What follows belongs to an exercise in optimizing a design on an open flow for small area; a production flow would make more cautious choices.
The RTL was checked by simulation tests, not by an equivalence proof against the original design.

==> inputs of xenon <==
// Controlador_VGA
module Controlador_VGA(
input wire clock, reset,
input wire [7:0] out_seg_hora,out_min_hora,out_hora_hora,
input wire [7:0] out_dia_fecha,out_mes_fecha,out_jahr_fecha,
input wire [7:0] out_seg_timer,out_min_timer,out_hora_timer,
input wire [1:0] out_banderas_config,
input wire AM_PM,
input wire [1:0] config_mode, cursor_location,
output reg alarma_sonora,
output wire hsync, vsync,
output wire [11:0] RGB
);
Settings: LEC_CHECK=0, CAP_MARGIN=20, CORE_MARGIN=2, CORE_UTILIZATION=40, SLEW_MARGIN=20; clock period 10.0 ns.
standard.sh (not shown) runs the stock make flow with config.mk's settings and CLKGATE_MAP_FILE= SYNTH_SCRIPT=/design/flow/synth_recipe.tcl, a recipe that flattens the netlist after the stock synthesis.
==> flow/flow/run.sh <==
#!/bin/bash
# Own layout flow: the standard ORFS flow (standard.sh) with these changes:
#  - synthesis: ABC maps for area (no delay-driven restructuring, buffering or
#    upsizing; the 10 ns clock has ample slack), and Yosys does not extract
#    half/full adders, so ABC sees all of the logic;
#  - every input and output port still gets its own buffer, but the smallest
#    one (buf_1) instead of the clkdlybuf4s50_1 that buffer_ports picks;
#  - clock tree built from clkbuf_4 cells.
# Every ORFS script is used unchanged. Each tool's output goes to a log file
# in this folder.
set -euo pipefail
cp -r "$FLOW_HOME/scripts" scripts_area
cp flow/abc_area_map.script scripts_area/abc_speed.script
KNOBS=(SCRIPTS_DIR="$PWD/scripts_area" ADDER_MAP_FILE=
       "BUFFER_PORTS_ARGS=-buffer_cell sky130_fd_sc_hd__buf_1"
       CTS_BUF_LIST=sky130_fd_sc_hd__clkbuf_4)
bash standard.sh "${KNOBS[@]}" synth > synth.log 2>&1
bash standard.sh "${KNOBS[@]}" finish > layout.log 2>&1
test -s out/final.def
==> flow/flow/abc_area_map.script <==
strash
&get -n
&st
&dch
&nf -R 1000
&put
topo
stime -c
==> nickel (differences from xenon) <==
==> flow/flow/run.sh (replaced) <==
#!/bin/bash
# Own layout flow: the standard ORFS flow (standard.sh) with one change to
# synthesis: ABC maps for area (no delay-driven restructuring, buffering or
# upsizing; the 10 ns clock has ample slack) and Yosys does not extract
# half/full adders, so ABC sees all of the logic. Every other script is ORFS's
# own, unchanged. Each tool's output goes to a log file in this folder.
set -euo pipefail
cp -r "$FLOW_HOME/scripts" scripts_area
cp flow/abc_area_map.script scripts_area/abc_speed.script
bash standard.sh SCRIPTS_DIR="$PWD/scripts_area" ADDER_MAP_FILE= synth > synth.log 2>&1
bash standard.sh SCRIPTS_DIR="$PWD/scripts_area" ADDER_MAP_FILE= finish > layout.log 2>&1
test -s out/final.def
==> delta (differences from xenon) <==
--- a/flow/flow/run.sh
+++ b/flow/flow/run.sh
@@ -7,3 +7,4 @@
 #    one (buf_1) instead of the clkdlybuf4s50_1 that buffer_ports picks;
-#  - clock tree built from clkbuf_4 cells.
+#  - clock tree built from clkbuf_4 cells in clusters of up to 20 registers,
+#    without dummy load cells.
 # Every ORFS script is used unchanged. Each tool's output goes to a log file
@@ -15,3 +16,4 @@
        "BUFFER_PORTS_ARGS=-buffer_cell sky130_fd_sc_hd__buf_1"
-       CTS_BUF_LIST=sky130_fd_sc_hd__clkbuf_4)
+       CTS_BUF_LIST=sky130_fd_sc_hd__clkbuf_16
+       "CTS_ARGS=-sink_clustering_enable -repair_clock_nets -buf_list sky130_fd_sc_hd__clkbuf_16 -sink_clustering_size 60 -sink_clustering_max_diameter 500 -dont_use_dummy_load")
 bash standard.sh "${KNOBS[@]}" synth > synth.log 2>&1
==> impl_metrics.toml <==
[status]
status = "finished clean"

[grt]
grt_pass1_wl_um = 31400

[final_layout]
final_area_um2 = 6440
nets = 860
multi_input_area_um2 = 3300

[sta]
period_minus_slack_ns = 7.00
finalCritPeriodShare_pct = 70.0

[place]
placedInstanceArea_um2 = 6100
-- figures above: nickel

==> impl_metrics.toml <==
[power]
clock_power_share_pct = 48.4

[place]
placedInstanceArea_um2 = 5540
gp_congestion = 1.01

[die]
dieArea_um2 = 13300

[grt]
grt_pass1_wl_um = 30500
met1_usage_pct = 39.7

[worst_setup_path]
required_ns = 10.21
crit_top_cell = "a221o_1"
crit_family = "compound AO/OA/AOI/OAI gates"

[clocking]
insertion_delay_ns = 0.33

[sta]
period_minus_slack_ns = 6.58
finalCritPeriodShare_pct = 65.8

[final_layout]
final_area_um2 = 5760
multi_input_area_um2 = 3290
nets = 864

[status]
status = "finished clean"
-- figures above: delta

==> impl_metrics.toml <==
[status]
status = "finished clean"

[sta]
period_minus_slack_ns = 6.46
finalCritPeriodShare_pct = 64.6
timing.setup.tns_ns = 0

[clocking]
cts_made_buffers = 9

[logic_synthesis]
syn_inst = 677

[final_layout]
final_area_um2 = 5700
nMultiInputCombCells = 585
bufAreaShareNonClock_pct = 7.84
nets = 864
multi_input_area_um2 = 3290

[drt]
top_layer_used = "met4"

[grt]
grt_pass1_wl_um = 30300

[die]
die_w_um = 115

[worst_setup_path]
crit_family = "compound AO/OA/AOI/OAI gates"
-- figures above: xenon

-- what the ideal ports hide --
In the flow no input, the clock included, has a driving cell. The finished layouts below were timed again as built, in two steps. Step 1, drivers: a clkbuf_16 drives clock and a buf_2 each remaining input, both assumed. Step 2 adds t to the input delays and takes it off the output delays; t is the mean of the earliest and latest rising clock arrival at the registers after step 1. Input paths then give back, and output paths get back, about the clock's delay inside the block. a / b / c = ideal / step 1 / step 2; a / b = the first two.
| run | t (ns) | slack for setup (ns) | hold slack, ns | clock arrival spread, ns | worst slew at a driven data input, ns |
|---|---|---|---|---|---|
| xenon | 0.465 | 3.544 / 3.553 / 3.088 | 0.375 / 0.375 / 0.375 | 0.010 / 0.010 | 0.04 |
| nickel | 0.358 | 3.001 / 3.012 / 2.653 | 0.373 / 0.373 / 0.373 | 0.006 / 0.005 | 0.06 |
| delta | 0.362 | 3.415 / 3.430 / 3.068 | 0.368 / 0.368 / 0.368 | 0.014 / 0.014 | 0.04 |
After both steps setup and hold are still met in every run listed. The setup slack of xenon, which loses most, moves by +0.009 ns with the drivers and by -0.456 ns with both steps.
